From an optimization exercise on the open Yosys and OpenROAD flow, aimed at small area, a short achievable clock period and few clock cycles per item; shortcuts taken in it are not production practice. Only simulation tests tie the RTL to the original design; equivalence was not proved. Power and IR drop assume default switching activity.

==> flow/design.v (outline; a module is shown in full before it is edited, if it fits) <==
// module dsp_block_mapping: 744 lines
module dsp_block_mapping #(
    parameter NUM_BANKS         = 8,
    parameter CACHE_LINES       = 16,
    parameter BLOCK_SIZE_BYTES  = 64,
    parameter ADDR_WIDTH        = 32,
    parameter BLOCK_ID_WIDTH    = 16
)(
    input  logic                         clk,
    input  logic                         rst_n,
    input  logic [1:0]                   map_mode,
    input  logic [47:0]                  sys_config,
    input  logic                         map_req_valid,
    input  logic [BLOCK_ID_WIDTH-1:0]    block_id,
    input  logic [ADDR_WIDTH-1:0]        base_addr,
    output logic                         map_ready,
    output logic [64:0]                  mapping_result,
    output logic                         map_result_valid,
    input  logic                         map_result_ready,
    output logic [31:0]                  bank_conflict_count,
    output logic [31:0]                  cache_miss_count
);
  // ...
==> flow/run.sh <==
#!/bin/bash
# synth_recipe.tcl (not shown) runs the flow's synth.tcl, then flattens the netlist and writes it again
# the make line also repeats each setting of config.mk as NAME=value (left out here)
make -C /OpenROAD-flow-scripts/flow DESIGN_CONFIG=/design/flow/config.mk WORK_HOME=/design/flow/orfs CLKGATE_MAP_FILE= SYNTH_SCRIPT=/design/flow/synth_recipe.tcl finish
==> flow/config.mk <==
export PLATFORM = sky130hd
export DESIGN_NAME = dsp_block_mapping
export DESIGN_NICKNAME = dsp_block_mapping
export VERILOG_FILES = /design/flow/design.v
export SDC_FILE = /design/flow/constraint.sdc
export NUM_CORES = 4
export LEC_CHECK = 0
export CAP_MARGIN = 20
export CORE_MARGIN = 2
export CORE_UTILIZATION = 65
export SLEW_MARGIN = 20
==> flow/constraint.sdc <==
create_clock -name core_clock -period 55.0 [get_ports {clk}]
set_input_delay 11.0000 -clock core_clock [delete_from_list [all_inputs] [get_ports {clk}]]
set_output_delay 11.0000 -clock core_clock [all_outputs]
set_load 0.01 [all_outputs]
==> results by group, run 1 <==
Synth
  – FFs w/ async S/R, synth: 32.8%
  – Top_reg_cell synth: dfxtp_1
  – Area contributors post-synth: fa_1 27%, dfxtp_1 13%, ha_1 13%, dfrtp_1 8.2%, inv_1 6.2%
  – Post-synthesis register bit count: 180
  – Avg Inst Size Synth: 9.89 sq um
  – Sequential share of the synthesized area: a little over a fifth
  – Post-Synth XOR/XNOR Area: roughly 3.1%
  – Count leader, synth: inv_1
  – Distinct cells, synth: between 70 and 80
  – Post-Syn Area: between 15,000 and 20,000 sq um

Layout
  – Non-clk invs: 299
  – Number of multi-input combinational cells: 1,271
  – Count of plain and timing-repair buffers: 200
  – Largest class: multi-input gates
  – Biggest regs: conf_q: 32 flops, sum_q: 32 flops, car_q: 31 flops

Floorplan
  – # IOs: between 200 and 250
  – Taps Inserted: 372

Place
  – Placed Area: 20,000 sq um
  – Number of port buffers: roughly 170
  – Placed Instances: around 2,300

Power and ir drop
  – Net Sw Frac: 41.5%
  – Comb power frac: between 60% and 70%

Clocking
  – Post-CTS resize count: 0
  – Clk root buf: clkbuf_16
  – Cts hold-fix bufs: 0

Setup path
  – Crit-path max FO: 15

Route
  – Met3 wire len: 3490 um
  – Post-Route WL: roughly 44,000 um

Run status
  – Status: complete, no violations

Global routing
  – Largest net degree at the start of global routing: 60
  – Initial antenna violation count: 0

STA
  – Crit share post-route: 29.1%
  – WHS: 0.458 ns

Job
  – # Max-Cap Violations: 0
Testbench counts, summed over its fixed seeds: cycles 25,902, items 12,000.
==> inputs of run 2 (changes only) <==
--- a/flow/design.v
+++ b/flow/design.v
@@ -15,17 +15,17 @@
     input  logic [ADDR_WIDTH-1:0]        base_addr,
     output logic                         map_ready,
     output logic [64:0]                  mapping_result,
     output logic                         map_result_valid,
     input  logic                         map_result_ready,
     output logic [31:0]                  bank_conflict_count,
     output logic [31:0]                  cache_miss_count
 );
-    localparam int DIV_ROWS = 3;                              
+    localparam int DIV_ROWS = 2;                              
     localparam int NGRP     = (16 + DIV_ROWS - 1) / DIV_ROWS;     
     localparam int GW       = (NGRP <= 2) ? 1 : (NGRP <= 4) ? 2 : (NGRP <= 8) ? 3 : 4;
     logic [15:0] bs;
     logic [2:0]  bank_mask;
     logic        blocked;
     assign bs        = sys_config[31:16];
     assign bank_mask = {sys_config[43], sys_config[43] | sys_config[42],
                         sys_config[43] | sys_config[42] | sys_config[41]};
@@ -598,30 +598,25 @@
         for (int g = 1; g < NGRP; g++) begin
             if ((bs >> (16 - DIV_ROWS*g)) == 16'd0) begin
                 g0     = GW'(g);
                 r_init = 16'((32'(block_id)) >> (DIV_ROWS*g + DIV_ROWS));
             end
         end
     end
     function automatic [16:0] sub17(input [16:0] t, input [15:0] b);
-        logic [16:0] x, g, p, gg, pp;
-        x  = {1'b1, ~b};
-        g  = t & x;
-        p  = t ^ x;
-        gg = g;
-        pp = p;
-        gg[0] = g[0] | p[0];    
-        for (int d = 1; d < 17; d = d * 2)
-            for (int i = 0; i < 17; i++)
-                if ((i / d) % 2 == 1) begin
-                    gg[i] = gg[i] | (pp[i] & gg[(i / d) * d - 1]);
-                    pp[i] = pp[i] & pp[(i / d) * d - 1];
-                end
-        sub17 = {gg[16], p[15:0] ^ {gg[14:0], 1'b1}};
+        logic [16:0] x, d;
+        logic [17:0] c;
+        x    = {1'b1, ~b};
+        c[0] = 1'b1;
+        for (int i = 0; i < 17; i++) begin
+            d[i]   = t[i] ^ x[i] ^ c[i];
+            c[i+1] = (t[i] & x[i]) | (t[i] & c[i]) | (x[i] & c[i]);
+        end
+        sub17 = {c[17], d[15:0]};
     endfunction
     logic [15:0]   r_q;
     logic [GW-1:0] g_q;
     logic [15:0]   bs_q;
     logic [15:0]   r_row [0:DIV_ROWS];
     logic [DIV_ROWS-1:0] id_bits;
     logic [DIV_ROWS-1:0] q_bits;
     logic [2:0]          q_low;     
==> run 2 against run 1 <==
Net effect:
- highest routed layer unchanged
- synthesized cell count is 8.4% lower
- global-route usage decreased by 1.2 points
- first-iteration DRC count decreased by 9.8%
- power is 5.9% lower
- still clean on timing, DRC and antenna
- sequential cell count grew 1
- largest cell class unchanged
==> results by group, run 2 <==
STA
  – Clock skew: 0.0139 ns
  – RSZ-0062 raised after global routing: false
  – Final Hold Viols: 0
  – Final setup fails: 0
  – Peak Freq: between 60 and 70 MHz
  – Worst slew pin tran: 1.01 ns
  – Post-route minimum period: 15.69 ns
  – Crit share post-route: 28.5% (-0.52 points)
  – Slew Viols, Final: 0
  – Max-slew headroom: 32.2%
  – Worst setup margin: 39.31 ns
  – Final setup TNS: 0 ns

Route
  – Pre-antenna DRT Iters: 9
  – Vias: 12,100
  – # DRC: 0
  – Final ANT Viol Nets: 0
  – Mean routed wirelength per cell: between 15 and 20 um
  – Vias per cell: roughly 5.6
  – Post-Route WL: 39,900 um (-10%)
  – Drt initial violations: 858

Setup path
  – Critical Path AT: 4.69 ns
  – CP max stage delay: 0.66 ns
  – Setup slack, reg-to-reg: 39.49 ns
  – Worst R2R Start: g_q[0]
  – Reg2reg end: bank_q[0]
  – R2R depth: 43
  – Critical-path top delay cell: o41ai_2
  – Crit-path max FO: 17 (+2)
  – Worst setup SP type: flop
  – CP delay by family, top: compound AO/OA/AOI/OAI gates
  – Worst setup path class: reg -> out
  – WP data required: 44.00 ns
  – CP Capture Type: output port
  – Crit-path cells: ha_1 -> inv_1 -> fa_1 -> nor2b_1 -> o31a_1 -> o2111ai_1 -> and4b_1 -> nor3_1 -> o41ai_2 -> o221ai_1 -> a21oi_1 -> xnor2_1 -> clkdlybuf4s50_1
  – Buffers & Inverters on Critical Path: 2

Min path
  – Hold Path Stages: 2
  – HP Start: seen_q[0]
  – Hold Path Sink: seen_q[0]
  – Worst hold path type: reg -> reg

Layout
  – Multi-input gate area: 11,400 sq um
  – Area grow syn2layout: 14.9%
  – Fillers: 1,822
  – Biggest regs: conf_q: 32 flops, sum_q: 32 flops, car_q: 31 flops
  – Layout cells sized above 1: 5.43%
  – Diodes inserted: 0
  – Seq. cell area: 3950 sq um
  – Final nets: 2,314
  – Util after Layout: between 70% and 80%
  – Most frequent cells in the layout: 287 x inv_1, 259 x fa_1, 166 x clkdlybuf4s50_1
  – Most common library cell in the layout ignoring fill and taps: inv_1

Floorplan
  – Initial Util: 65.5%
  – Overall die height: 165 um
  – Die Footprint: 27,400 sq um
  – Die X-Extent: around 170 um
  – FP Rows: between 50 and 60
  – # IOs: 233 (unchanged)
  – Core area: 25,800 sq um

Power and ir drop
  – P_int: 0.000437 W
  – Comb power frac: 57.0% (-3.3 points)
  – Clk pwr share: 18.0%
  – Leakage: 9.19 nW
  – Power per cell area: between 30 and 40 nW/um^2
  – Switching power: 0.000294 W
  – Net Sw Frac: 40.2% (-1.3 points)
  – Flop pwr share: 25.1%
  – Worst ir drop on vdd: around 0.061 mV

Global routing
  – Largest net degree at the start of global routing: 60 (unchanged)
  – First-pass GRT wire length: between 60,000 and 70,000 um
  – Vias in the first global route: 12,700
  – Grt total ovfl: 0
  – Initial antenna violation count: 0 (unchanged)
  – GRT Overall Usage: 31.0%

Synth
  – Post-synth EDFFs: 3
  – Synth Warn #: 2
  – Area contributors post-synth: fa_1 31%, dfxtp_1 14%, ha_1 10%, dfrtp_1 8.7%, inv_1 6.4%
  – Count leader, synth: inv_1
  – FFs w/ async S/R, synth: 32.6% (-0.18 points)
  – Post-Syn Area: 16,900 sq um (-6.2%)
  – Distinct cells, synth: 70 (-7.9%)
  – Sequential share of the synthesized area: 23.3% (+1.6 points)
  – Synth Instances: between 1,500 and 2,000
  – Area share of the leading cell type in the synthesized netlist: 30.6%
  – Post-synthesis register bit count: 181 (+0.56%)
  – Top_reg_cell synth: dfxtp_1
  – Synth area leader: fa_1
  – Avg Inst Size Synth: 10.1 sq um (+2.4%)
  – Post-synth top cells: 287 x inv_1, 259 x fa_1, 162 x and2_1, 142 x ha_1, 119 x dfxtp_1

Place
  – Number of port buffers: 167 (unchanged)
  – Pre-CTS setup slack: around 39 ns
  – Detailed Place HPWL: 28,800 um
  – Placer Congestion: about 0.87

Run status
  – Status: complete, no violations

Clocking
  – Clock sinks: between 150 and 200
  – Clk slew on worst S/H paths: 0.07 ns
  – CTS tree: built
  – Post-CTS setup buffers: 0
  – Clk root buf: clkbuf_16
  – Cts hold-fix bufs: 0 (unchanged)
  – Skew-Pair Late Insertion Delay: ~0.44 ns
  – TritonCTS Buffers: 17
  – CTS Buffer Depth: 2
  – Post-CTS resize count: 0 (unchanged)
  – CTS H-tree lvls: 4

Job
  – # Max-Cap Violations: 0 (unchanged)
-- run 2: cell types whose count changed after synthesis, sizes merged, moves of 9 or more --
cell	before	now
nand3	26	17
fa	242	259
inv	298	287
a21o	21	11
xnor2	40	21
o21a	14	4
ha	184	142
-- run 2: cell type report --
cell class,count,area share (%)
Clock inverter,15,1.04
Clock buffer,17,2.19
Inverter,288,5.56
Timing Repair Buffer,201,9.88
Tap cell,335,2.16
Sequential cell,181,20.3
Multi-Input combinational cell,1122,58.9
-- run 2: per-layer routing --
metal / up-vias / track usage [%] / share of wire (%)
met5: - / 0.568 / 0
met4: 0 / 10.5 / 2.7
met3: 93 / 3.92 / 6.7
met2: 473 / 53.2 / 50
met1: 6044 / 41.0 / 41
li1: 5462 / - / -
-- run 2: per-stage QoR --
| step | std cells | total power, W | hold WS (ns) | instance area [sq um] |
|---|---|---|---|---|
| floorplan | 1707 | 0.000450 | 0.421 | 17100 |
| global placement | 2127 | 0.000589 | 0.435 | 18800 |
| global route | 2159 | 0.000800 | 0.481 | 19400 |
| finish | 2159 | 0.000731 | 0.461 | 19400 |
| detailed placement | 2127 | 0.000606 | 0.446 | 18800 |
| CTS | 2159 | 0.000740 | 0.464 | 19400 |
-- run 2: worst max-delay path by stage --
stage,startpoint,end,slack (ns),cells past startpoint
after global placement,g_q[0],bank_q[0],39.49,43
after global routing,g_q[0],r_q[0],38.80,44
after CTS,line_q[0],mapping_result[32],39.29,13
final,line_q[0],mapping_result[32],39.31,13
after detailed placement,g_q[0],bank_q[0],39.42,43
after floorplan,g_q[0],r_q[12],39.30,45
-- run 2: worst min-delay path, cell delays in order, from the launching register on --
cell and delay, ns:
dfrtp_1 0.33, inv_1 0.05, o31ai_1 0.05
-- run 2: power by group through the flow --
stage / Clock, W / Sequential (W) / Combinational (W)
4_1_cts: 0.000133 / 0.000183 / 0.000423
5_1_grt: 0.000138 / 0.000187 / 0.000475
2_1_floorplan: 0 / 0.000183 / 0.000267
6_report: 0.000131 / 0.000183 / 0.000417
3_3_place_gp: 0 / 0.000185 / 0.000403
3_5_place_dp: 0 / 0.000186 / 0.000420
-- run 2: logic make-up (layout without fill, tap and decap cells) --
group,Yosys count,after routing,share of synthesized area [%]
xor+xnor,42,42,2.17
fa+ha+maj,402,402,41.2
buf+inv,404,521,9.87
simple gates,401,401,12.6
mux,50,50,3.43
flops,181,181,23.3
other cells,1,36,0.0222
compound gates,191,191,7.41
Testbench counts of run 2, summed over its fixed seeds: cycles 26,769, items 12,000.
==> inputs of run 3 (changes only) <==
==> flow/flow/run.sh (new file) <==
#!/bin/bash
# Own layout flow: the standard ORFS flow with three changes:
#  - synthesis runs without the generic ABC pass inside Yosys's synth command
#    (SYNTH_ARGS=-noabc), so full adders are extracted from the design's own
#    XOR/majority structure; the registers are the standard synthesis's;
#  - timing repair aims for extra setup slack at the design's clock period;
#  - the ports get plain buffers.
# Each tool's output goes to a log in this folder (ORFS's per-step logs stay
# under orfs/logs).
set -euo pipefail
export SYNTH_ARGS=-noabc
export SETUP_SLACK_MARGIN=40
export BUFFER_PORTS_ARGS="-buffer_cell sky130_fd_sc_hd__buf_2"
bash standard.sh > standard_flow.log 2>&1
==> flow/standard.sh (new file) <==
#!/bin/bash
# synth_recipe.tcl (not shown) runs the flow's synth.tcl, then flattens the netlist and writes it again
# the make line also repeats each setting of config.mk as NAME=value (left out here)
make -C /OpenROAD-flow-scripts/flow DESIGN_CONFIG=/design/flow/config.mk WORK_HOME=/design/flow/orfs CLKGATE_MAP_FILE= SYNTH_SCRIPT=/design/flow/synth_recipe.tcl "${@:-finish}"
removed: flow/run.sh
==> run 3 against run 2 <==
Net effect:
- clock-buffer cell count unchanged
- hold slack about the same
- die area down 4.0%
- largest cell class unchanged
- worst setup slack improved by 0.94 ns
- critical path type unchanged
- still clean
- critical endpoint is now mapping_result[29]
==> results by group, run 3 <==
Route
  – Max layer used: met4
  – Drt initial violations: 944 (+10%)
  – Final ANT Viol Nets: 0 (unchanged)
  – Mean routed wirelength per cell: 20.2 um (+9.3%)
  – Pre-antenna DRT Iters: 9 (unchanged)
  – Met3 wire len: 2810 um (+5.7%)
  – Vias per cell: 5.91 (+5.7%)
  – # DRC: 0 (unchanged)
  – Wire length on met1: 16,000 um (-1.8%)
  – Vias: 11,200 (-6.9%)
  – DR WL met2: 18,900 um (-4.7%)
  – Post-Route WL: 38,300 um (-3.8%)

Clocking
  – CTS H-tree lvls: 4 (unchanged)
  – CTS tree: built
  – TritonCTS Buffers: 17 (unchanged)
  – Clk slew on worst S/H paths: 0.08 ns (about the same)
  – Cts hold-fix bufs: 0 (unchanged)
  – Clock sinks: 181 (unchanged)
  – Skew-Pair Late Insertion Delay: 0.44 ns (about the same)
  – Clk root buf: clkbuf_16
  – CTS Buffer Depth: 2 (unchanged)

Layout
  – Final nets: 2,071 (-11%)
  – Util after Layout: 72.3% (-3.0 points)
  – Most common library cell in the layout ignoring fill and taps: fa_1
  – Most frequent cells in the layout: 260 x fa_1, 196 x and2_1, 167 x buf_2
  – Layout cells sized above 1: 14.9% (+9.5 points)
  – Biggest regs: conf_q: 32 flops, sum_q: 32 flops, car_q: 31 flops
  – Fin cells: 1,901 (-12%)
  – Diodes inserted: 0 (unchanged)
  – Area grow syn2layout: 8.54%

STA
  – Worst slew pin tran: 0.963 ns (-0.0510 ns)
  – Crit share post-route: 26.8% (-1.7 points)
  – WHS: 0.461 ns (+0.000313 ns)
  – RSZ-0062 raised after global routing: false
  – Slew Viols, Final: 0 (unchanged)
  – Clock skew: 0.0122 ns (-0.00171 ns)
  – Post-route minimum period: 14.75 ns (-0.941 ns)
  – Final setup fails: 0 (unchanged)
  – Final setup TNS: 0 ns (unchanged)
  – Peak Freq: 67.8 MHz (+6.4%)
  – Final Hold Viols: 0 (unchanged)
  – Max-slew headroom: 35.6% (+3.4 points)

Setup path
  – Worst setup path class: reg -> out
  – Crit-path cells: ha_1 -> fa_1 -> a211oi_1 -> o21ai_0 -> and2_1 -> a21oi_2 -> o21ai_0 -> buf_4 -> a31o_2 -> a21oi_1 -> xnor2_1 -> buf_2
  – CP delay by family, top: compound AO/OA/AOI/OAI gates
  – Worst path most repeated cell: o21ai_0
  – Worst setup SP type: flop
  – Critical-path top delay cell: dfxtp_1
  – WP data required: 44.00 ns (about the same)
  – CP max stage delay: 0.49 ns (-0.17 ns)
  – Critical Path AT: 3.75 ns (-0.94 ns)
  – Buffers & Inverters on Critical Path: 2 (unchanged)
  – CP Capture Type: output port
  – Crit-path max FO: 17 (unchanged)

Synth
  – Area contributors post-synth: fa_1 32%, dfxtp_1 15%, ha_1 11%, dfrtp_1 9.1%, and2_1 7.6%
  – Avg Inst Size Synth: 11.2 sq um (+10%)
  – Count leader, synth: fa_1
  – Synth Warn #: 2 (unchanged)
  – Distinct cells, synth: 66 (-5.7%)
  – Post-synth top cells: 260 x fa_1, 196 x and2_1, 145 x ha_1, 119 x dfxtp_1, 72 x nor2_1
  – Post-synth EDFFs: 3 (unchanged)
  – Synth Instances: 1,454 (-13%)
  – FFs w/ async S/R, synth: 32.6% (unchanged)
  – Sequential share of the synthesized area: 24.3% (+0.99 points)
  – Post-Syn Area: 16,200 sq um (-4.1%)
  – Synth area leader: fa_1
  – Post-synthesis register bit count: 181 (unchanged)
  – Area share of the leading cell type in the synthesized netlist: 32.1% (+1.4 points)
  – Top_reg_cell synth: dfxtp_1

Floorplan
  – Overall die height: 162 um (-2.0%)
  – Die X-Extent: 162 um (-2.0%)
  – # IOs: 233 (unchanged)
  – Initial Util: 66.6% (+1.0 points)
  – FP Rows: 57 (-3.4%)
  – Die Footprint: 26,300 sq um (-4.0%)
  – Core area: 24,400 sq um (-5.6%)

Power and ir drop
  – Power per cell area: 38.6 nW/um^2 (+2.7%)
  – Leakage: 8.42 nW (-8.4%)
  – Total chip power: 0.000681 W (-6.9%)
  – Worst ir drop on vdd: 0.0515 mV (-16%)

Global routing
  – First-pass GRT wire length: 62,800 um (-2.6%)
  – Vias in the first global route: 11,800 (-7.5%)
  – Initial antenna violation count: 0 (unchanged)
  – Grt total ovfl: 0 (unchanged)
  – Largest net degree at the start of global routing: 60 (unchanged)
  – GRT Overall Usage: 31.0% (about the same)

Min path
  – Worst hold path type: reg -> reg

Place
  – Detailed Place HPWL: 27,900 um (-3.2%)
  – Placed Instances: 1,869 (-12%)
  – Placer Congestion: 0.871 (-0.16%)
  – Number of port buffers: 167 (unchanged)

Job
  – # Max-Cap Violations: 0 (unchanged)

Run status
  – Status: complete, no violations
==> run 3: kinds of logic (layout without fill, tap and decap cells) <==
logic type,Yosys count,after routing,share of synthesized area (%)
AOI/OAI and AO/OA,210,210,8.46
buffers and inverters,166,254,5.27
DFF,181,181,24.3
xor gates and xnor gates,41,41,2.21
and+or+nand+nor,418,418,14.1
adders and majority gates,407,407,43.4
muxes,30,30,2.24
other,1,36,0.0231
==> run 3: path summary, 6_finish.rpt <==
| path | cells after the start | to | start | slack [ns] |
|---|---|---|---|---|
| worst min-delay path | 2 | seen_q[4] | seen_q[4] | 0.46 |
| worst max-delay path | 12 | mapping_result[29] | line_q[0] | 40.25 |
| worst min register to register | 2 | seen_q[4] | seen_q[4] | 0.46 |
| worst max register to register | 39 | r_q[9] | g_q[0] | 40.50 |
| min in group asynchronous | 2 | miss_q[1] | rst_n | 10.69 |
| max in group asynchronous | 2 | conf_q[29] | rst_n | 43.80 |
==> run 3: final cells by class <==
class	count	area, sq um
multi-input cells	1142	11600
fillers	1814	6770
flip-flops and latches	181	3950
repair buffers	170	858
clock buffers	17	425
well taps	324	405
clock inverters	15	209
inverters	52	195
==> run 3: worst reg2reg max path, delay by kind of cell, from the launching register on <==
| kind | cells | cell delay [ns] |
|---|---|---|
| adders and majority gates | 31 | 12.31 |
| and+or+nand+nor | 2 | 0.40 |
| muxes | 3 | 0.94 |
| DFF | 1 | 0.38 |
| AOI/OAI and AO/OA | 2 | 0.32 |
| buffers and inverters | 1 | 0.05 |
==> run 3: routing by layer <==
metal / vias to the layer above / GRT usage (%)
li1: 5007 / -
met1: 5732 / 43.0
met2: 435 / 51.5
met3: 61 / 5.72
met4: 0 / 7.00
met5: - / 0
==> run 3: repair_timing <==
action,4_1_cts,5_1_grt
pin swaps,0,0
buffers inserted,0,0
gates cloned,0,0
setup endpoints to repair,4,18
gates resized for setup,1,3
==> run 3: metrics by stage <==
| stage | setup slack [ns] | cell area [sq um] |
|---|---|---|
| 2_1_floorplan | 40.40 | 16400 |
| 3_3_place_gp | 40.15 | 17000 |
| 3_5_place_dp | 40.12 | 17000 |
| 4_1_cts | 40.07 | 17600 |
| 5_1_grt | 40.05 | 17600 |
| 6_report | 40.25 | 17600 |
==> run 3: where the power goes <==
group / internal, W / total (W) / leakage [nW] / switching [W]
clock network: 0.0000637 / 0.000131 / 0.304 / 0.0000671
registers: 0.000167 / 0.000183 / 1.78 / 0.0000161
logic: 0.000169 / 0.000367 / 6.33 / 0.000198
total: 0.000400 / 0.000681 / 8.42 / 0.000281

[afterwards: timing with drivers on the ports]
The flow's constraints put no driver on any port. The routed layouts listed below were extracted and timed again, unchanged, in two steps. Step 1: set_driving_cell puts a clkbuf_16 on clk and a buf_2 on each other input, an assumption about the parent block. Step 2 adds t to the input delays and takes it off the output delays; t is the mean of the earliest and latest rising clock arrival at the registers after step 1. Input paths then give back, and output paths get back, about the clock's delay inside the block. a / b / c = ideal / step 1 / step 2; a / b = the first two.
run | t, ns | slack for setup (ns) | latest minus earliest clock arrival (ns)
run 1 | 0.499 | 39.018 / 38.963 / 39.131 | 0.013 / 0.013
run 2 | 0.483 | 39.305 / 39.258 / 39.487 | 0.015 / 0.016
run 3 | 0.485 | 40.246 / 40.194 / 40.063 | 0.017 / 0.017
After both steps setup and hold are still met in every run listed. For run 3, which loses most, drivers alone change the setup slack by -0.052 ns; drivers and shift together by -0.183 ns.
